This is an optimization exercise on Yosys and OpenROAD, whose aim is small area, a short achievable clock period and few clock cycles per item, not a production implementation. In this exercise RTL edits were held to simulation tests only and were not proved equivalent to the original.

[design/flow/constraint.sdc]
create_clock -name core_clock -period 4.0 [get_ports {clk}]
set_input_delay 0.8000 -clock core_clock [delete_from_list [all_inputs] [get_ports {clk}]]
set_output_delay 0.8000 -clock core_clock [all_outputs]
set_load 0.01 [all_outputs]
[design/flow/standard.sh]
#!/bin/bash
# synth_recipe.tcl (not shown) runs the flow's synth.tcl, then flattens the netlist and writes it again
# the make line also repeats each setting of config.mk as NAME=value (left out here)
make -C /OpenROAD-flow-scripts/flow DESIGN_CONFIG=/design/flow/config.mk WORK_HOME=/design/flow/orfs CLKGATE_MAP_FILE= SYNTH_SCRIPT=/design/flow/synth_recipe.tcl "${@:-finish}"
[design/flow/config.mk]
export PLATFORM = sky130hd
export DESIGN_NAME = gcd
export DESIGN_NICKNAME = gcd
export VERILOG_FILES = /design/flow/design.v
export SDC_FILE = /design/flow/constraint.sdc
export NUM_CORES = 4
export LEC_CHECK = 0
export CAP_MARGIN = 20
export CORE_MARGIN = 2
export CORE_UTILIZATION = 65
export CTS_BUF_LIST = sky130_fd_sc_hd__clkbuf_8
export PLACE_DENSITY = 0.75
export SETUP_SLACK_MARGIN = 0.1
export SLEW_MARGIN = 20
[design/flow/flow/run.sh]
#!/bin/bash
set -e
cp standard.sh standard_sh.log
rm -rf scripts
cp -r "$FLOW_HOME/scripts" scripts
cp flow/abc_speed.script scripts/abc_speed.script
export BUFFER_PORTS_ARGS="-buffer_cell sky130_fd_sc_hd__buf_1"
bash standard.sh SCRIPTS_DIR="$PWD/scripts" finish > standard.log 2>&1
[design/flow/design.v]
module gcd(
      input [31:0]      a_in,
      input [31:0]      b_in,
      input             start,
      input             reset_n,
      input             clk,
      output [31:0]     result,
      output            done
      );
      reg [31:0] na, nb;     
      wire [31:0] a = ~na;
      wire [31:0] b = ~nb;
      reg        busy;       
      wire [31:0] x  = a ^ b;
      wire [31:0] n  = a & b;
      wire [31:0] t  = ~x;             
      wire [31:0] gg = a & x;          
      reg  [31:0] G, P;                
      integer lv, i;
      always @* begin
            G = gg;
            P = t;
            for (lv = 0; lv < 5; lv = lv + 1)
                  for (i = 0; i < 32; i = i + 1)
                        if (i[lv]) begin
                              G[i] = G[i] | (P[i] & G[((i >> lv) << lv) - 1]);
                              P[i] = P[i] & P[((i >> lv) << lv) - 1];
                        end
      end
      wire [32:0] c0 = {G, 1'b0};         
      wire [32:0] c1 = {G | P, 1'b1};     
      wire [31:0] dab = t ^ c1[31:0];     
      wire [31:0] dba = ~(t ^ c0[31:0]);  
      wire a_gt = c0[32];                 
      wire b_gt = ~c1[32];                
      wire eq = &t;
      assign done = busy & (eq | ~|a | ~|b);
      assign result = a | b;
      wire [31:0] u = x | n;           
      reg  [31:0] any, va, vb, v1, v2;
      integer w;
      always @* begin
            any = u;
            va = a;
            vb = b;
            v1 = {1'b0, x[31:1]};
            v2 = {2'b0, x[31:2]};
            for (lv = 0; lv < 5; lv = lv + 1) begin
                  w = 1 << lv;
                  for (i = 0; i < 32; i = i + 2 * (1 << lv)) begin
                        va[i] = va[i] | (~any[i] & va[i + w]);
                        vb[i] = vb[i] | (~any[i] & vb[i + w]);
                        v1[i] = v1[i] | (~any[i] & v1[i + w]);
                        v2[i] = v2[i] | (~any[i] & v2[i + w]);
                        any[i] = any[i] | any[i + w];
                  end
            end
      end
      wire ak = va[0];                 
      wire bk = vb[0];                 
      wire x1 = v1[0];                 
      wire x2 = v2[0];                 
      wire sub = ak & bk;
      wire a_step = ~ak | (bk & a_gt);
      wire b_step = ~bk | (ak & b_gt);
      wire [1:0] sh = x1 ? 2'd0 : x2 ? 2'd1 : 2'd2;   
      reg [31:0] a_nx, b_nx;
      always @* begin
            if (!sub)
                  a_nx = {1'b0, a[31:1]};
            else case (sh)
                  2'd0: a_nx = {1'b0, dab[31:1]};
                  2'd1: a_nx = {2'b0, dab[31:2]};
                  default: a_nx = {3'b0, dab[31:3]};
            endcase
            if (!sub)
                  b_nx = {1'b0, b[31:1]};
            else case (sh)
                  2'd0: b_nx = {1'b0, dba[31:1]};
                  2'd1: b_nx = {2'b0, dba[31:2]};
                  default: b_nx = {3'b0, dba[31:3]};
            endcase
      end
      always @(posedge clk, negedge reset_n) begin
            if (!reset_n)
                  busy <= 1'b0;
            else if (start)
                  busy <= 1'b1;
      end
      always @(posedge clk) begin
            if (start) begin
                  na <= ~a_in;
                  nb <= ~b_in;
            end
            else begin
                  if (a_step) na <= ~a_nx;
                  if (b_step) nb <= ~b_nx;
            end
      end
endmodule
[design/flow/flow/abc_speed.script]
&get -n
&st
&dch
&nf -R 1000
&st
&dch
&nf -R 1000
&put
buffer -c
topo
stime -c
upsize -c
dnsize -c
==> flow_metrics.env, run 1 <==
export IMPL_drive_above_1_share=0.1166
export IMPL_clk_pin_slew_ns=0.07
export IMPL_htreeDepth=3
export IMPL_ys_ff_latch=65
export IMPL_syn_inst=931
export IMPL_syn_num_nets=1069
export IMPL_synth_distinct_cells=75
export IMPL_post_route_min_period_ns=3.843
export IMPL_maxCapViolCount=0
export IMPL_root_buffer="clkbuf_8"
export IMPL_clk_path_buf_depth=2
export IMPL_grt_antenna_before_repair=0
export IMPL_fmax_mhz=260.2
export IMPL_grt_usage=0.4115
export IMPL_final_net_count=1171
export IMPL_drc_errors=0
export IMPL_yosysSeqAreaShare=0.2596
export IMPL_antennaDiodeCount=0
export IMPL_numClockSinks=65
export IMPL_rsz0062_at_grt="yes"
export IMPL_grt_max_degree=71
export IMPL_drt_pass1_iter_count=8
export IMPL_grt_pass1_vias=7945
export IMPL_gp_congestion=1.041
export IMPL_crit_path_start_kind="flip-flop"
export IMPL_clock_skew_ns=0.01145
export IMPL_syn_to_final_growth_pct=14.16
export IMPL_synth_async_reset_ratio=0.01538
export IMPL_overflow=0
export IMPL_wire_per_inst_um=21.80
export IMPL_wl_met3_um=2780
export IMPL_synth_area_um2=7500
export IMPL_timing_hold_ws_ns=0.1845
export IMPL_regArea_um2=1947
export IMPL_met1_length_um=10460
export IMPL_synth_edf_count=64
export IMPL_setup_ws_ns=0.1566
export IMPL_n_fill_cell=826
export IMPL_rows=39
export IMPL_clock_latency_ns=0.38
export IMPL_final_hold_viol_count=0
export IMPL_drtAntennaViolNets=0
export IMPL_status="complete, no violations"
export IMPL_critPathCaptureType="primary output"
export IMPL_ys_flop_type="edfxtp_1"
export IMPL_grt_pass1_wl_um=41160
export IMPL_arrival_ns=3.04
export IMPL_dr_wl_met2_um=11430
export IMPL_start_util=0.6625
export IMPL_syn_avg_cell_area_um2=8.056
export IMPL_io_buffers=99
export IMPL_drv_slew=0
export IMPL_critPathMaxFanout=5
export IMPL_io_pins=100
export IMPL_dp_hpwl_um=18880
export IMPL_cts_buffers=9
export IMPL_drtIter0Drc=1337
export IMPL_dieHeight_um=111.4
export IMPL_slew_limit_headroom=0.3920
export IMPL_dpl_worst_slack_ns=0.1516
export IMPL_crit_type="reg2out"
export IMPL_cp_required_ns=3.20
export IMPL_setup_violations=0
export IMPL_top_layer_used="met4"
export IMPL_cts_tree="done"
export IMPL_worst_pin_slew_ns=0.9121
export IMPL_die_x_um=111.4
export IMPL_viasPerCell=6.989
export IMPL_synth_warnings=1
export IMPL_hp_class="in2async"
export IMPL_multiInputGateArea_um2=5154
export IMPL_drt_total_wl_um=25750
export IMPL_core_um2=11320
export IMPL_finalCritPeriodShare=0.9608
export IMPL_fin_util=0.7563
export IMPL_die_area_um2=12410
export IMPL_via_count=8254
==> layer usage <==
metal  vias to the layer above  GRT usage
met1                      3755     0.5725
met5                         -          0
met4                         0     0.1811
li1                       3719          -
met3                       116    0.06042
met2                       664     0.6423
==> cells in the mapped netlist (3+ instances only) <==
cell type	n	share of area
nand3_1	12	0.0080
clkbuf_1	40	0.020
buf_4	4	0.0040
and3_1	6	0.0050
a22oi_1	3	0.0030
xnor2_2	3	0.0065
a21boi_0	3	0.0030
ha_1	71	0.12
o221ai_1	55	0.064
o21ai_0	126	0.084
edfxtp_1	64	0.26
o211ai_1	5	0.0050
a211oi_1	9	0.0090
nor3_1	6	0.0040
a221oi_1	3	0.0035
nand2_1	64	0.032
o21a_1	3	0.0030
nand2b_1	15	0.013
nor2b_1	10	0.0083
nor2_1	44	0.022
a21o_1	3	0.0030
buf_2	18	0.012
nand4_1	19	0.016
o21ai_1	3	0.0020
mux2i_1	16	0.021
nor4_1	6	0.0050
inv_1	77	0.039
a21oi_1	74	0.049
o22ai_1	61	0.051
a31oi_1	8	0.0067
xnor2_1	26	0.030
xor2_1	15	0.018
==> timing repair <==
| item | in CTS | in global routing |
|---|---|---|
| gates resized for setup | 11 | 2 |
| gates cloned | 0 | 1 |
| hold endpoints to repair | 0 | 0 |
| setup buffers | 5 | 2 |
| setup endpoints to repair | 1 | 69 |
| hold buffers | 0 | 0 |
| pin swaps | 3 | 1 |
==> registers in the layout, indices dropped and copies added (netlist names) <==
name and flops:
nb 32, busy 1, na 32
==> through the flow <==
step | cells | cell area (um2) | setup TNS (ns)
floorplan | 931 | 7600 | -14.42
global placement | 1157 | 8292 | 0
detailed placement | 1157 | 8292 | 0
CTS | 1178 | 8526 | 0
global route | 1181 | 8562 | 0
finish | 1181 | 8562 | 0
==> layout make-up <==
type,instances,area share
flip-flops and latches,65,0.2274
repair buffers,153,0.09674
clock inverters,7,0.003507
inverters,80,0.03507
multi-input cells,724,0.6019
well taps,143,0.02090
clock buffers,9,0.01447
==> worst max-delay path, cell delays in order (launching register included) <==
cell and delay, ns:
edfxtp_1 0.41, ha_1 0.35, nor2b_2 0.16, nand2_2 0.12
nor2_4 0.15, nand2_1 0.12, nor2_4 0.16, and3_4 0.23
nand2_4 0.09, nor4_4 0.19, and3_4 0.25, nand3b_1 0.10
a21boi_0 0.17, buf_2 0.15
==> path summary, 6_finish.rpt <==
check / from / end / slack [ns] / cells after the start
setup / recovery: na[1]$_DFFE_PP_ / done / 0.16 / 13
hold / removal: reset_n / busy$_DFFE_PN0P_ / 0.18 / 1
setup reg to reg: nb[16]$_DFFE_PP_ / na[18]$_DFFE_PP_ / 0.25 / 13
hold reg to reg: busy$_DFFE_PN0P_ / busy$_DFFE_PN0P_ / 0.49 / 1
max in group asynchronous: reset_n / busy$_DFFE_PN0P_ / 3.71 / 1
min in group core_clock: busy$_DFFE_PN0P_ / busy$_DFFE_PN0P_ / 0.49 / 1
==> cell usage in the layout, fill, tap and decap left out, types with 4 or more instances in the layout <==
cell type	count
xnor2_1	26
buf_4	50
nor2_4	5
nor3_1	6
buf_1	98
o211ai_1	5
nand3_1	12
nor4_1	5
o221ai_1	55
nand4_1	19
a211oi_1	9
nand2_1	62
mux2i_1	16
o22ai_1	61
nor2b_1	9
buf_12	4
clkbuf_8	9
ha_1	65
a21oi_1	72
xor2_1	15
and3_1	5
ha_4	5
inv_2	5
nor2_1	42
o21ai_0	126
edfxtp_1	64
a31oi_1	8
inv_1	77
nand2b_1	14
==> kinds of logic (layout without fill, tap and decap cells) <==
logic type / after synthesis / after routing / share of synthesized area
compound gates: 383 / 384 / 0.3238
mux: 19 / 19 / 0.02736
flops: 65 / 65 / 0.2596
fa+ha+maj: 71 / 71 / 0.1185
buf+inv: 143 / 249 / 0.07658
xor+xnor: 44 / 44 / 0.05439
simple gates: 206 / 206 / 0.1398
Testbench counts, summed over its fixed seeds: cycles 13,892, items 1,600.
==> inputs of run 2 (changes only) <==
--- a/design/flow/config.mk
+++ b/design/flow/config.mk
@@ -10,5 +10,5 @@
 export CORE_UTILIZATION = 65
 export CTS_BUF_LIST = sky130_fd_sc_hd__clkbuf_8
 export PLACE_DENSITY = 0.75
-export SETUP_SLACK_MARGIN = 0.1
+export SETUP_SLACK_MARGIN = 0.3
 export SLEW_MARGIN = 20
==> run 2 against run 1 <==
  * Largest cell class unchanged
  * Core utilization up 3.0 points
  * Flip-flop and latch count stayed put
  * Area after synthesis did not move
  * Final cell count up 1.9%
  * Synthesized cell count did not move
  * Critical endpoint unchanged
  * Critical path depth up 1
  * Clock skew increased by 0.0015 ns
  * Global-route usage rose by 1.0 points
==> flow_metrics.env, run 2 <==
export IMPL_rsz0062_at_grt="yes"
export IMPL_antennaDiodeCount=0
export IMPL_timing_hold_ws_ns=0.1808
export IMPL_grtUsageMet2=0.6622
export IMPL_synth_area_mux_share=0.02736
export IMPL_grt_pass1_vias=8047
export IMPL_cts_tree="done"
export IMPL_clock_skew_ns=0.01295
export IMPL_drt_total_wl_um=27390
export IMPL_status="complete, no violations"
export IMPL_clock_latency_ns=0.38
export IMPL_overflow=0
export IMPL_met1_usage=0.5789
export IMPL_drtIter0Drc=1454
export IMPL_synthTopCellsByArea="edfxtp_1 26%, ha_1 12%, o21ai_0 8.4%"
export IMPL_yosys_area_share_simple=0.1398
export IMPL_rows=39
export IMPL_viasPerCell=7.149
export IMPL_grt_busiest_layer="met2"
export IMPL_yosysMostFrequentCell="o21ai_0"
export IMPL_gp_congestion=1.041
export IMPL_grt_antenna_before_repair=0
export IMPL_maxCapViolCount=0
export IMPL_finalCritPeriodShare=0.9270
export IMPL_drv_slew=0
export IMPL_io_buffers=99
export IMPL_ys_ff_latch=65
export IMPL_numClockSinks=65
export IMPL_via_count=8607
export IMPL_post_route_min_period_ns=3.708
export IMPL_cp_required_ns=3.20
export IMPL_synth_warnings=1
export IMPL_ys_flop_type="edfxtp_1"
export IMPL_synth_edf_count=64
export IMPL_reg2reg_from="nb[28]$_DFFE_PP_"
export IMPL_root_buffer="clkbuf_8"
export IMPL_instances_no_fill=1204
export IMPL_synth_xor_area_frac=0.05439
export IMPL_fin_util=0.7861
export IMPL_htreeDepth=3
export IMPL_wire_per_inst_um=22.75
export IMPL_drc_errors=0
export IMPL_grt_pass1_wl_um=42030
export IMPL_dp_hpwl_um=18880
export IMPL_die_x_um=111.4
export IMPL_final_cell_mix="124 x o21ai_0, 98 x buf_1, 77 x inv_1"
export IMPL_die_area_um2=12410
export IMPL_final_hold_viol_count=0
export IMPL_critPathMaxFanout=2
export IMPL_cts_buffers=9
export IMPL_dp_cells=1157
export IMPL_synth_fa_ha_area_frac=0.1185
export IMPL_hp_class="in2async"
export IMPL_synth_async_reset_ratio=0.01538
export IMPL_yosys_area_top_type="edfxtp_1"
export IMPL_dieHeight_um=111.4
export IMPL_final_common_cell="o21ai_0"
export IMPL_synth_top_family_by_area="compound AO/OA/AOI/OAI gates"
export IMPL_synth_area_um2=7500
export IMPL_start_util=0.6625
export IMPL_yosys_top_cells_count="126 x o21ai_0, 77 x inv_1, 74 x a21oi_1"
export IMPL_setup_violations=0
export IMPL_crit_type="reg2out"
export IMPL_arrival_ns=2.91
export IMPL_ff2ff_setup_slack_ns=0.30
export IMPL_grt_usage=0.4216
export IMPL_largestRegisters="na x32, nb x32, busy x1"
export IMPL_synth_top_area_frac=0.2563
export IMPL_syn_inst=931
export IMPL_drive_above_1_share=0.1593
export IMPL_slew_limit_headroom=0.3484
export IMPL_reg2reg_depth=12
export IMPL_fmax_mhz=269.7
export IMPL_io_pins=100
export IMPL_final_net_count=1194
export IMPL_clk_path_buf_depth=2
export IMPL_synth_compound_area_share=0.3238
export IMPL_worst_pin_slew_ns=0.9671
export IMPL_syn_num_nets=1069
export IMPL_crit_path_start_kind="flip-flop"
export IMPL_rr_endpoint="na[0]$_DFFE_PP_"
export IMPL_drtAntennaViolNets=0
export IMPL_drt_pass1_iter_count=7
export IMPL_syn_to_final_growth_pct=18.67
export IMPL_syn_avg_cell_area_um2=8.056
export IMPL_synth_distinct_cells=75
export IMPL_critPathCaptureType="primary output"
export IMPL_met3_usage=0.06587
export IMPL_clk_pin_slew_ns=0.07
export IMPL_core_um2=11320
export IMPL_yosysSeqAreaShare=0.2596
export IMPL_grt_max_degree=71
-- run 2: worst max-delay path by stage --
stage | start | to | cells past startpoint
final | na[0]$_DFFE_PP_ | done | 14
after global placement | na[1]$_DFFE_PP_ | done | 13
after detailed placement | nb[0]$_DFFE_PP_ | done | 13
after global routing | nb[0]$_DFFE_PP_ | done | 13
after CTS | nb[1]$_DFFE_PP_ | done | 13
after floorplan | nb[19]$_DFFE_PP_ | na[0]$_DFFE_PP_ | 10
-- run 2: through the flow --
stage	setup TNS [ns]	area [um2]	setup slack (ns)
6_report	0	8900	0.2920
5_1_grt	0	8900	0.2093
4_1_cts	0	8621	0.3013
3_5_place_dp	0	8292	0.1516
3_3_place_gp	0	8292	0.3204
2_1_floorplan	-14.42	7600	-0.4506
-- run 2: logic make-up after synthesis --
family / after synthesis
AOI/OAI and AO/OA: 383
and+or+nand+nor: 206
buffers and inverters: 143
adders and majority gates: 71
DFF: 65
xor gates and xnor gates: 44
muxes: 19
-- run 2: layer usage --
layer,wire [um],part of all wire
met5,0,0
met4,1303,0.048
met3,3267,0.12
met2,12280,0.45
met1,10540,0.38
-- run 2: cell type report --
type / instances / area, um2
clock buffers: 9 / 123.9
clock inverters: 7 / 30.03
well taps: 143 / 178.9
multi-input cells: 724 / 5271
inverters: 80 / 302.8
fillers: 776 / 2421
repair buffers: 176 / 1046
flip-flops and latches: 65 / 1947
-- run 2: what timing repair did --
item,in CTS,in global routing
setup buffers,14,15
setup endpoints to repair,21,110
gates resized for setup,18,31
hold buffers,0,0
cloned,0,2
endpoints found under the hold margin,0,0
pin swaps,7,9
-- run 2: critical path, stage by stage (launching register included) --
cell and delay, ns:
edfxtp_1 0.36, inv_1 0.07, ha_1 0.28, nor2b_2 0.18, nand2_2 0.10, nor2_4 0.15, nand2_2 0.09, nor2_4 0.15
and3_4 0.22, nand2_4 0.07, nor4_4 0.19, and3_4 0.25, nand3b_1 0.11, a21boi_1 0.16, buf_2 0.14
==> inputs of run 3 (changes only) <==
--- a/design/flow/config.mk
+++ b/design/flow/config.mk
@@ -10,5 +10,5 @@
 export CORE_UTILIZATION = 65
 export CTS_BUF_LIST = sky130_fd_sc_hd__clkbuf_8
 export PLACE_DENSITY = 0.75
-export SETUP_SLACK_MARGIN = 0.3
+export SETUP_SLACK_MARGIN = 0.0
 export SLEW_MARGIN = 20
==> run 3 against run 2 <==
  * First-iteration DRC count decreased by 12%
  * Count of clock-buffer cells in the layout stayed put
  * Area after synthesis did not move
  * Die area did not move
  * Fmax down 5.7%
  * Flip-flop and latch count stayed put
  * Critical path depth shrank 1
==> flow_metrics.env, run 3 <==
export IMPL_status="complete, no violations"
export IMPL_io_pins=100
export IMPL_htreeDepth=3
export IMPL_clock_skew_ns=0.01270
export IMPL_reg2reg_depth=14
export IMPL_viasPerCell=7.022
export IMPL_cp_required_ns=3.20
export IMPL_final_hold_viol_count=0
export IMPL_rr_endpoint="na[18]$_DFFE_PP_"
export IMPL_yosys_top_cells_count="126 x o21ai_0, 77 x inv_1, 74 x a21oi_1"
export IMPL_drt_total_wl_um=25950
export IMPL_core_um2=11320
export IMPL_fin_area_um2=8564
export IMPL_post_route_min_period_ns=3.932
export IMPL_synth_top_area_frac=0.2563
export IMPL_fmax_mhz=254.3
export IMPL_dp_cells=1157
export IMPL_setup_ws_ns=0.06791
export IMPL_synth_distinct_cells=75
export IMPL_numClockSinks=65
export IMPL_syn_avg_cell_area_um2=8.056
export IMPL_synth_async_reset_ratio=0.01538
export IMPL_cts_hold_buf=0
export IMPL_regArea_um2=1947
export IMPL_drv_slew=0
export IMPL_ff2ff_setup_slack_ns=0.24
export IMPL_syn_num_nets=1069
export IMPL_final_cell_mix="126 x o21ai_0, 98 x buf_1, 77 x inv_1"
export IMPL_dieHeight_um=111.4
export IMPL_slew_limit_headroom=0.3970
export IMPL_slowest_delay_ns=0.41
export IMPL_ys_ff_latch=65
export IMPL_yosysSeqAreaShare=0.2596
export IMPL_cp_num_buf_inv=1
export IMPL_root_buffer="clkbuf_8"
export IMPL_grt_max_degree=71
export IMPL_via_count=8286
export IMPL_synth_xor_area_frac=0.05439
export IMPL_die_x_um=111.4
export IMPL_syn_to_final_growth_pct=14.20
export IMPL_hp_class="in2async"
export IMPL_overflow=0
export IMPL_synth_fa_ha_area_frac=0.1185
export IMPL_place_area_um2=8292
export IMPL_setup_violations=0
export IMPL_final_common_cell="o21ai_0"
export IMPL_cpMaxStageDelayCell="edfxtp_1"
export IMPL_yosys_area_share_simple=0.1398
export IMPL_synth_edf_count=64
export IMPL_antennaDiodeCount=0
export IMPL_grt_antenna_before_repair=0
export IMPL_synth_area_mux_share=0.02736
export IMPL_drc_errors=0
export IMPL_grt_pass1_wl_um=40970
export IMPL_drt_pass1_iter_count=8
export IMPL_grt_pass1_vias=7911
export IMPL_critPathMaxFanout=5
export IMPL_ys_flop_type="edfxtp_1"
export IMPL_yosys_area_top_type="edfxtp_1"
export IMPL_cp_top_family="simple AND/OR/NAND/NOR gates"
export IMPL_worst_pin_slew_ns=0.9046
export IMPL_dp_hpwl_um=18880
export IMPL_start_util=0.6625
export IMPL_synth_area_um2=7500
export IMPL_reg2reg_from="na[9]$_DFFE_PP_"
export IMPL_synth_top_family_by_area="compound AO/OA/AOI/OAI gates"
export IMPL_crit_top_cell="nand2_2"
export IMPL_synth_compound_area_share=0.3238
export IMPL_final_net_count=1170
export IMPL_drtAntennaViolNets=0
export IMPL_synth_warnings=1
export IMPL_cts_buffers=9
export IMPL_clock_latency_ns=0.38
export IMPL_timing_hold_ws_ns=0.1895
export IMPL_instances_no_fill=1180
export IMPL_synthTopCellsByArea="edfxtp_1 26%, ha_1 12%, o21ai_0 8.4%"
export IMPL_gp_congestion=1.041
export IMPL_cp_cell_sequence="ha_1 -> nor2b_4 -> nand2_2 -> nor2_4 -> nand2_2 -> nor2_4 -> and3_4 -> nand2_2 -> nor4_4 -> and3_4 -> nand3b_1 -> a21boi_1 -> clkbuf_2"
export IMPL_io_buffers=99
export IMPL_drive_above_1_share=0.1196
export IMPL_grt_usage=0.4094
export IMPL_arrival_ns=3.13
export IMPL_largestRegisters="na x32, nb x32, busy x1"
export IMPL_rows=39
export IMPL_crit_type="reg2out"
export IMPL_critPathCaptureType="primary output"
export IMPL_finalCritPeriodShare=0.9830
export IMPL_syn_inst=931
export IMPL_cts_tree="done"
export IMPL_crit_path_start_kind="flip-flop"
export IMPL_wire_per_inst_um=21.99
export IMPL_yosysMostFrequentCell="o21ai_0"
export IMPL_clk_path_buf_depth=2
export IMPL_dpl_worst_slack_ns=0.1516
export IMPL_drtIter0Drc=1278
export IMPL_clk_pin_slew_ns=0.07
export IMPL_die_area_um2=12410
export IMPL_maxCapViolCount=0
export IMPL_n_fill_cell=824
export IMPL_multiInputGateArea_um2=5156
[run 3: cell count changes in the layout (fill, tap and decap cells not counted), moves of 2 or more]
cell / before / now
nor2b_2: 2 / 0
o21ai_0: 124 / 126
a21oi_2: 6 / 3
ha_1: 52 / 62
ha_2: 12 / 3
a21oi_1: 69 / 72
nand2b_1: 12 / 14
buf_4: 68 / 50
buf_6: 2 / 0
[run 3: routing by layer]
metal,share of wire,global-route usage
met1,0.40,0.5708
met2,0.45,0.6394
met3,0.11,0.05934
met4,0.039,0.1778
met5,0,0
[run 3: worst max-delay path by stage]
stage	from	end	slack, ns	cells past startpoint
final	nb[0]$_DFFE_PP_	done	0.07	13
after global routing	nb[0]$_DFFE_PP_	done	-0.05	13
after CTS	nb[1]$_DFFE_PP_	done	0.003	13
after detailed placement	nb[0]$_DFFE_PP_	done	0.15	13
after global placement	na[1]$_DFFE_PP_	done	0.32	13
after floorplan	nb[19]$_DFFE_PP_	na[0]$_DFFE_PP_	-0.45	10
[run 3: per-stage QoR]
| stage | utilization | TNS (ns) |
|---|---|---|
| after detailed placement | 0.7324 | 0 |
| after CTS | 0.7502 | 0 |
| after global routing | 0.7565 | -0.05033 |
| final | 0.7565 | 0 |
| after global placement | 0.7324 | 0 |
| after floorplan | - | -14.42 |
[run 3: area by class of cell]
type / instances / share of cell area
clock buffer: 9 / 0.01446
clock inverter: 7 / 0.003506
inverter: 80 / 0.03506
multi-input combinational: 723 / 0.6020
sequential: 65 / 0.2273
tap: 143 / 0.02089
timing repair buffer: 153 / 0.09671
[run 3: worst reg2reg max path: stages, from the launching register on]
cell and delay (ns):
edfxtp_1 0.48, ha_1 0.42, nor2_1 0.14, a21oi_1 0.06
a211oi_1 0.25, a21oi_1 0.10, a22o_1 0.29, a31oi_4 0.36
o21ai_1 0.22, nand2_1 0.10, o21ai_0 0.12, a31oi_1 0.21
xnor2_1 0.15, a221oi_1 0.40, o22ai_1 0.17
[run 3: what timing repair did]
item / CTS / global route
setup endpoints to repair: 1 / 28
resized for setup: 5 / 12
pin swaps: 1 / 3
buffers inserted: 3 / 4
[run 3: cell families (layout without fill, tap and decap cells)]
kind of cell | after synthesis | count (layout)
mux | 19 | 19
compound gates | 383 | 383
buf+inv | 143 | 249
flops | 65 | 65
fa+ha+maj | 71 | 71
simple gates | 206 | 206
xor+xnor | 44 | 44
==> inputs of run 4 (changes only) <==
--- a/design/flow/design.v
+++ b/design/flow/design.v
@@ -22,9 +22,15 @@
             P = t;
             for (lv = 0; lv < 5; lv = lv + 1)
                   for (i = 0; i < 32; i = i + 1)
-                        if (i[lv]) begin
-                              G[i] = G[i] | (P[i] & G[((i >> lv) << lv) - 1]);
-                              P[i] = P[i] & P[((i >> lv) << lv) - 1];
+                        if ((i % (2 << lv)) == (2 << lv) - 1) begin
+                              G[i] = G[i] | (P[i] & G[i - (1 << lv)]);
+                              P[i] = P[i] & P[i - (1 << lv)];
+                        end
+            for (lv = 3; lv >= 0; lv = lv - 1)
+                  for (i = 0; i < 32; i = i + 1)
+                        if ((i % (2 << lv)) == (1 << lv) - 1 && i >= (2 << lv)) begin
+                              G[i] = G[i] | (P[i] & G[i - (1 << lv)]);
+                              P[i] = P[i] & P[i - (1 << lv)];
                         end
       end
       wire [32:0] c0 = {G, 1'b0};         
--- a/design/flow/config.mk
+++ b/design/flow/config.mk
@@ -7,8 +7,8 @@
 export LEC_CHECK = 0
 export CAP_MARGIN = 20
 export CORE_MARGIN = 2
-export CORE_UTILIZATION = 65
+export CORE_UTILIZATION = 72
 export CTS_BUF_LIST = sky130_fd_sc_hd__clkbuf_8
-export PLACE_DENSITY = 0.75
-export SETUP_SLACK_MARGIN = 0.0
+export PLACE_DENSITY = 0.8
+export SETUP_SLACK_MARGIN = 0.1
 export SLEW_MARGIN = 20
==> run 4 against run 3 <==
  * Still clean
  * First-iteration DRC count fell by 7.4%
  * Clock skew rose by 0.0083 ns
  * Via count rose by 0.29%
  * Non-clock buffer count rose by 8
  * Sequential share of layout area rose by 0.42 points
  * Critical endpoint is now nb[19]$_DFFE_PP_
  * Largest cell class unchanged
==> flow_metrics.env, run 4 <==
export IMPL_n_fill_cell=575
export IMPL_overflow=0
export IMPL_clock_skew_ns=0.02101
export IMPL_reg2reg_depth=14
export IMPL_grt_usage=0.4375
export IMPL_ys_flop_type="edfxtp_1"
export IMPL_instances_no_fill=1159
export IMPL_die_x_um=104.5
export IMPL_clock_latency_ns=0.38
export IMPL_yosys_top_cells_count="106 x o21ai_0, 80 x inv_1, 71 x ha_1"
export IMPL_syn_num_nets=1043
export IMPL_setup_violations=0
export IMPL_maxCapViolCount=0
export IMPL_root_buffer="clkbuf_8"
export IMPL_dieHeight_um=104.5
export IMPL_yosysMostFrequentCell="o21ai_0"
export IMPL_cp_cell_sequence="ha_1 -> nand2b_1 -> a311oi_1 -> o21ai_0 -> a31oi_1 -> nor3_1 -> o31ai_1 -> and2_2 -> and2_1 -> buf_4 -> a222oi_1 -> nand2_1 -> o211ai_1 -> o21ai_0"
export IMPL_grt_max_degree=58
export IMPL_rows=36
export IMPL_ys_ff_latch=65
export IMPL_drtAntennaViolNets=0
export IMPL_dp_hpwl_um=17660
export IMPL_htreeDepth=3
export IMPL_wire_per_inst_um=21.76
export IMPL_regArea_um2=1947
export IMPL_final_cell_mix="105 x o21ai_0, 99 x buf_1, 83 x inv_1"
export IMPL_cts_tree="done"
export IMPL_grt_pass1_vias=7385
export IMPL_start_util=0.7435
export IMPL_cpMaxStageDelayCell="edfxtp_1"
export IMPL_hp_class="in2async"
export IMPL_die_area_um2=10910
export IMPL_drtIter0Drc=1183
export IMPL_viasPerCell=7.170
export IMPL_synthTopCellsByArea="edfxtp_1 26%, ha_1 12%, o21ai_0 7.3%"
export IMPL_dpl_worst_slack_ns=0.1534
export IMPL_core_um2=9774
export IMPL_io_pins=100
export IMPL_drc_errors=0
export IMPL_drt_total_wl_um=25220
export IMPL_crit_type="reg2reg"
export IMPL_numClockSinks=65
export IMPL_final_hold_viol_count=0
export IMPL_dp_cells=1117
export IMPL_drt_pass1_iter_count=8
export IMPL_synth_distinct_cells=69
export IMPL_cts_hold_buf=0
export IMPL_cp_startpoint="na[29]$_DFFE_PP_"
export IMPL_crit_path_start_kind="flip-flop"
export IMPL_fin_area_um2=8408
export IMPL_post_route_min_period_ns=3.855
export IMPL_synth_edf_count=64
export IMPL_critPathMaxFanout=9
export IMPL_clk_pin_slew_ns=0.09
export IMPL_syn_to_final_growth_pct=15.70
export IMPL_via_count=8310
export IMPL_rr_endpoint="nb[19]$_DFFE_PP_"
export IMPL_final_net_count=1159
export IMPL_ff2ff_setup_slack_ns=0.15
export IMPL_clk_path_buf_depth=2
export IMPL_synth_async_reset_ratio=0.01538
export IMPL_synth_area_um2=7267
export IMPL_rsz0062_at_grt="yes"
export IMPL_cp_required_ns=4.12
export IMPL_setup_ws_ns=0.1450
export IMPL_largestRegisters="na x32, nb x32, busy x1"
export IMPL_io_buffers=99
export IMPL_synth_top_area_frac=0.2645
export IMPL_slew_limit_headroom=0.6503
export IMPL_drive_above_1_share=0.1189
export IMPL_multiInputGateArea_um2=4926
export IMPL_synth_warnings=1
export IMPL_critPathCaptureType="flip-flop"
export IMPL_arrival_ns=3.97
export IMPL_worst_pin_slew_ns=0.5246
export IMPL_grt_pass1_wl_um=38040
export IMPL_final_common_cell="o21ai_0"
export IMPL_yosysSeqAreaShare=0.2679
export IMPL_drv_slew=0
export IMPL_reg2reg_from="na[29]$_DFFE_PP_"
export IMPL_gp_congestion=1.067
export IMPL_place_area_um2=7835
export IMPL_yosys_area_top_type="edfxtp_1"
export IMPL_cts_buffers=9
export IMPL_status="complete, no violations"
export IMPL_crit_end="nb[19]$_DFFE_PP_"
export IMPL_slowest_delay_ns=0.46
export IMPL_syn_inst=905
export IMPL_fmax_mhz=259.4
export IMPL_finalCritPeriodShare=0.9637
export IMPL_antennaDiodeCount=0
export IMPL_grt_antenna_before_repair=1
export IMPL_crit_top_cell="o21ai_0"
export IMPL_syn_avg_cell_area_um2=8.030
## run 4: per-stage QoR
step / TNS (ns) / utilization / hold WS [ns]
final: 0 / 0.8602 / 0.1878
after global placement: 0 / 0.8016 / 0.4419
after detailed placement: 0 / 0.8016 / 0.4425
after global routing: 0 / 0.8602 / 0.1800
after floorplan: -11.08 / - / 0.4211
after CTS: 0 / 0.8287 / 0.1874
## run 4: worst min-delay path by stage
stage / start / to / slack [ns] / cells after the start
2_1_floorplan: busy$_DFFE_PN0P_ / busy$_DFFE_PN0P_ / 0.42 / 2
3_3_place_gp: busy$_DFFE_PN0P_ / busy$_DFFE_PN0P_ / 0.44 / 2
3_5_place_dp: busy$_DFFE_PN0P_ / busy$_DFFE_PN0P_ / 0.44 / 2
4_1_cts: reset_n / busy$_DFFE_PN0P_ / 0.19 / 1
5_1_grt: reset_n / busy$_DFFE_PN0P_ / 0.18 / 1
6_report: reset_n / busy$_DFFE_PN0P_ / 0.19 / 1
## run 4: cell families (layout without fill, tap and decap cells)
family,count (synthesis),count (layout),share of synthesized area
AOI/OAI and AO/OA,364,364,0.3177
xor gates and xnor gates,32,32,0.03857
adders and majority gates,71,71,0.1222
buffers and inverters,138,259,0.07920
DFF,65,65,0.2679
muxes,27,27,0.03736
and+or+nand+nor,208,208,0.1371
## run 4: layout make-up
class,instances,area share
clock buffer,10,0.01637
clock inverter,6,0.009077
inverter,82,0.03690
multi-input combinational,702,0.5859
sequential,65,0.2315
tap,133,0.01979
timing repair buffer,161,0.1004
## run 4: worst max-delay path: cells and delay by family, from the launching register on
kind	cells	cell delay, ns
buffers and inverters	1	0.21
and+or+nand+nor	5	1.10
adders and majority gates	1	0.43
AOI/OAI and AO/OA	7	1.38
DFF	1	0.46
## run 4: repair_timing
| item | in CTS | in global routing |
|---|---|---|
| resized for setup | 6 | 27 |
| pin swaps | 0 | 2 |
| buffers inserted | 2 | 24 |
| endpoints found under the setup margin | 3 | 63 |
## run 4: per-layer routing
| layer | wire length (um) | up-vias | track usage |
|---|---|---|---|
| met3 | 3855 | 173 | 0.09461 |
| met2 | 10840 | 772 | 0.6713 |
| met5 | 0 | - | 0 |
| met1 | 9022 | 3727 | 0.5909 |
| met4 | 1503 | 0 | 0.1998 |
| li1 | - | 3638 | - |
Testbench counts of run 4, summed over its fixed seeds: cycles 13,892, items 1,600.
==> inputs of run 5 (changes only) <==
--- a/design/flow/config.mk
+++ b/design/flow/config.mk
@@ -7,8 +7,8 @@
 export LEC_CHECK = 0
 export CAP_MARGIN = 20
 export CORE_MARGIN = 2
-export CORE_UTILIZATION = 72
+export CORE_UTILIZATION = 65
 export CTS_BUF_LIST = sky130_fd_sc_hd__clkbuf_8
-export PLACE_DENSITY = 0.8
+export PLACE_DENSITY = 0.75
 export SETUP_SLACK_MARGIN = 0.1
 export SLEW_MARGIN = 20
==> run 5 against run 4 <==
  * Still clean
  * Core utilization shrank 10 points
  * Global-route usage shrank 3.1 points
  * Cell area is 1.6% lower
  * Wire length shrank 2.0%
  * Synthesized cell count unchanged
  * Die area is 10% higher
  * Fmax decreased by 0.16%
  * Critical endpoint is now done
==> flow_metrics.env, run 5 <==
export IMPL_synth_async_reset_ratio=0.01538
export IMPL_yosys_top_cells_count="106 x o21ai_0, 80 x inv_1, 71 x ha_1"
export IMPL_htreeDepth=3
export IMPL_setup_violations=0
export IMPL_critPathMaxFanout=8
export IMPL_clk_pin_slew_ns=0.08
export IMPL_drtAntennaViolNets=0
export IMPL_synthTopCellsByArea="edfxtp_1 26%, ha_1 12%, o21ai_0 7.3%"
export IMPL_reg2reg_depth=14
export IMPL_cts_buffers=9
export IMPL_cp_startpoint="na[16]$_DFFE_PP_"
export IMPL_ff2ff_setup_slack_ns=0.18
export IMPL_worst_pin_slew_ns=0.5804
export IMPL_multiInputGateArea_um2=4875
export IMPL_synth_top_area_frac=0.2645
export IMPL_critPathCaptureType="primary output"
export IMPL_via_count=8069
export IMPL_io_pins=100
export IMPL_grt_max_degree=49
export IMPL_grt_pass1_vias=7472
export IMPL_tns_ns=0
export IMPL_regArea_um2=1947
export IMPL_rows=38
export IMPL_rsz0062_at_grt="yes"
export IMPL_ys_flop_type="edfxtp_1"
export IMPL_ys_ff_latch=65
export IMPL_fin_area_um2=8277
export IMPL_clock_latency_ns=0.36
export IMPL_io_buffers=99
export IMPL_drc_errors=0
export IMPL_fmax_mhz=259.0
export IMPL_die_x_um=109.7
export IMPL_dp_hpwl_um=18270
export IMPL_maxCapViolCount=0
export IMPL_start_util=0.6674
export IMPL_yosysMostFrequentCell="o21ai_0"
export IMPL_syn_num_nets=1043
export IMPL_synth_area_um2=7267
export IMPL_place_area_um2=7900
export IMPL_final_hold_viol_count=0
export IMPL_final_common_cell="o21ai_0"
export IMPL_synth_warnings=1
export IMPL_drtIter0Drc=1041
export IMPL_antennaDiodeCount=0
export IMPL_timing_hold_ws_ns=0.1893
export IMPL_status="complete, no violations"
export IMPL_viasPerCell=6.968
export IMPL_gp_congestion=1.061
export IMPL_dieHeight_um=109.7
export IMPL_dp_cells=1128
export IMPL_synth_distinct_cells=69
export IMPL_synth_edf_count=64
export IMPL_cts_hold_buf=0
export IMPL_rr_endpoint="nb[29]$_DFFE_PP_"
export IMPL_hp_class="in2async"
export IMPL_drive_above_1_share=0.1071
export IMPL_post_route_min_period_ns=3.861
export IMPL_arrival_ns=3.06
export IMPL_crit_path_start_kind="flip-flop"
export IMPL_reg2reg_from="na[9]$_DFFE_PP_"
export IMPL_clk_path_buf_depth=2
export IMPL_clock_skew_ns=0.01100
export IMPL_cts_tree="done"
export IMPL_yosysSeqAreaShare=0.2679
export IMPL_cp_required_ns=3.20
export IMPL_grt_usage=0.4064
export IMPL_crit_end="done"
export IMPL_syn_to_final_growth_pct=13.89
export IMPL_core_um2=10890
export IMPL_slew_limit_headroom=0.6096
export IMPL_drt_total_wl_um=24730
export IMPL_die_area_um2=12040
export IMPL_yosys_area_top_type="edfxtp_1"
export IMPL_overflow=0
export IMPL_grt_antenna_before_repair=0
export IMPL_drt_pass1_iter_count=7
export IMPL_root_buffer="clkbuf_8"
export IMPL_finalCritPeriodShare=0.9653
export IMPL_wire_per_inst_um=21.35
export IMPL_syn_avg_cell_area_um2=8.030
export IMPL_final_net_count=1151
export IMPL_numClockSinks=65
export IMPL_n_fill_cell=838
export IMPL_syn_inst=905
export IMPL_grt_pass1_wl_um=37450
export IMPL_drv_slew=0
export IMPL_final_cell_mix="106 x o21ai_0, 98 x buf_1, 82 x inv_1"
export IMPL_crit_type="reg2out"
export IMPL_instances_no_fill=1158
export IMPL_largestRegisters="na x32, nb x32, busy x1"
run 5: final cells by class:
class	count	share of cell area
Timing Repair Buffer	153	0.09856
Clock buffer	9	0.01497
Multi-Input combinational cell	702	0.5890
Tap cell	140	0.02116
Inverter	82	0.03749
Clock inverter	7	0.003628
Sequential cell	65	0.2352
run 5: per-stage QoR:
step	setup WS, ns	utilization
2_1_floorplan	-0.3463	-
3_3_place_gp	0.2500	0.7256
3_5_place_dp	0.1497	0.7256
4_1_cts	0.1156	0.7427
5_1_grt	0.04045	0.7602
6_report	0.1389	0.7602
run 5: metal layers:
metal  GRT usage  wire [um]
met5           0          0
met4      0.2486       1691
met2      0.6640      11190
met3     0.06995       2634
met1      0.4983       9209
run 5: logic make-up (layout without fill, tap and decap cells):
kind of cell | Yosys count | after routing | synth area share
AO/OA/AOI/OAI | 364 | 364 | 0.3177
XOR/XNOR | 32 | 32 | 0.03857
adder cells (fa/ha/maj) | 71 | 71 | 0.1222
buffers and inverters | 138 | 251 | 0.07920
flip-flops | 65 | 65 | 0.2679
multiplexers | 27 | 27 | 0.03736
AND/OR/NAND/NOR | 208 | 208 | 0.1371
run 5: worst min path at each step:
stage	start	end
finish	reset_n	busy$_DFFE_PN0P_
global route	reset_n	busy$_DFFE_PN0P_
CTS	reset_n	busy$_DFFE_PN0P_
detailed placement	busy$_DFFE_PN0P_	busy$_DFFE_PN0P_
global placement	busy$_DFFE_PN0P_	busy$_DFFE_PN0P_
floorplan	busy$_DFFE_PN0P_	busy$_DFFE_PN0P_
run 5: repair_timing:
action,4_1_cts,5_1_grt
pin swaps,0,4
buffers inserted,3,11
endpoints found under the setup margin,1,76
gates resized for setup,3,18
run 5: worst max-delay path, cell delays in order (launching register included):
cell,delay (ns)
edfxtp_1,0.45
inv_1,0.11
ha_2,0.42
nor3b_2,0.23
nand3b_1,0.16
or3_2,0.50
nor4_2,0.27
nand2_1,0.14
a31oi_1,0.23
clkbuf_2,0.18

[separate check: timing with driven ports]
How much do the figures lean on ideal ports? The routed layouts below were timed once more, with nothing changed but the port constraints. Step 1 sets driving cells, clkbuf_16 on the clock port and buf_2 on the other inputs (assumed; they add their load-dependent delay and slew). Step 2, shift: input delay + t, output delay - t, t = (earliest + latest rising clock arrival at the registers) / 2. This alone moves slack from input paths to output paths. Slacks: ideal ports / drivers / drivers and shift; pairs: ideal ports / drivers.
run | t (ns) | setup WS [ns] | latest minus earliest clock arrival (ns) | slew at the worst register clock pin (ns)
run 1 | 0.407 | 0.157 / 0.122 / 0.252 | 0.011 / 0.011 | 0.08 / 0.08
run 2 | 0.413 | 0.292 / 0.256 / 0.298 | 0.013 / 0.013 | 0.08 / 0.08
run 3 | 0.405 | 0.068 / 0.032 / 0.236 | 0.013 / 0.013 | 0.08 / 0.08
run 4 | 0.408 | 0.145 / 0.145 / 0.145 | 0.021 / 0.021 | 0.09 / 0.09
run 5 | 0.393 | 0.139 / 0.104 / 0.184 | 0.011 / 0.011 | 0.08 / 0.08
After both steps setup and hold are still met in every run listed.
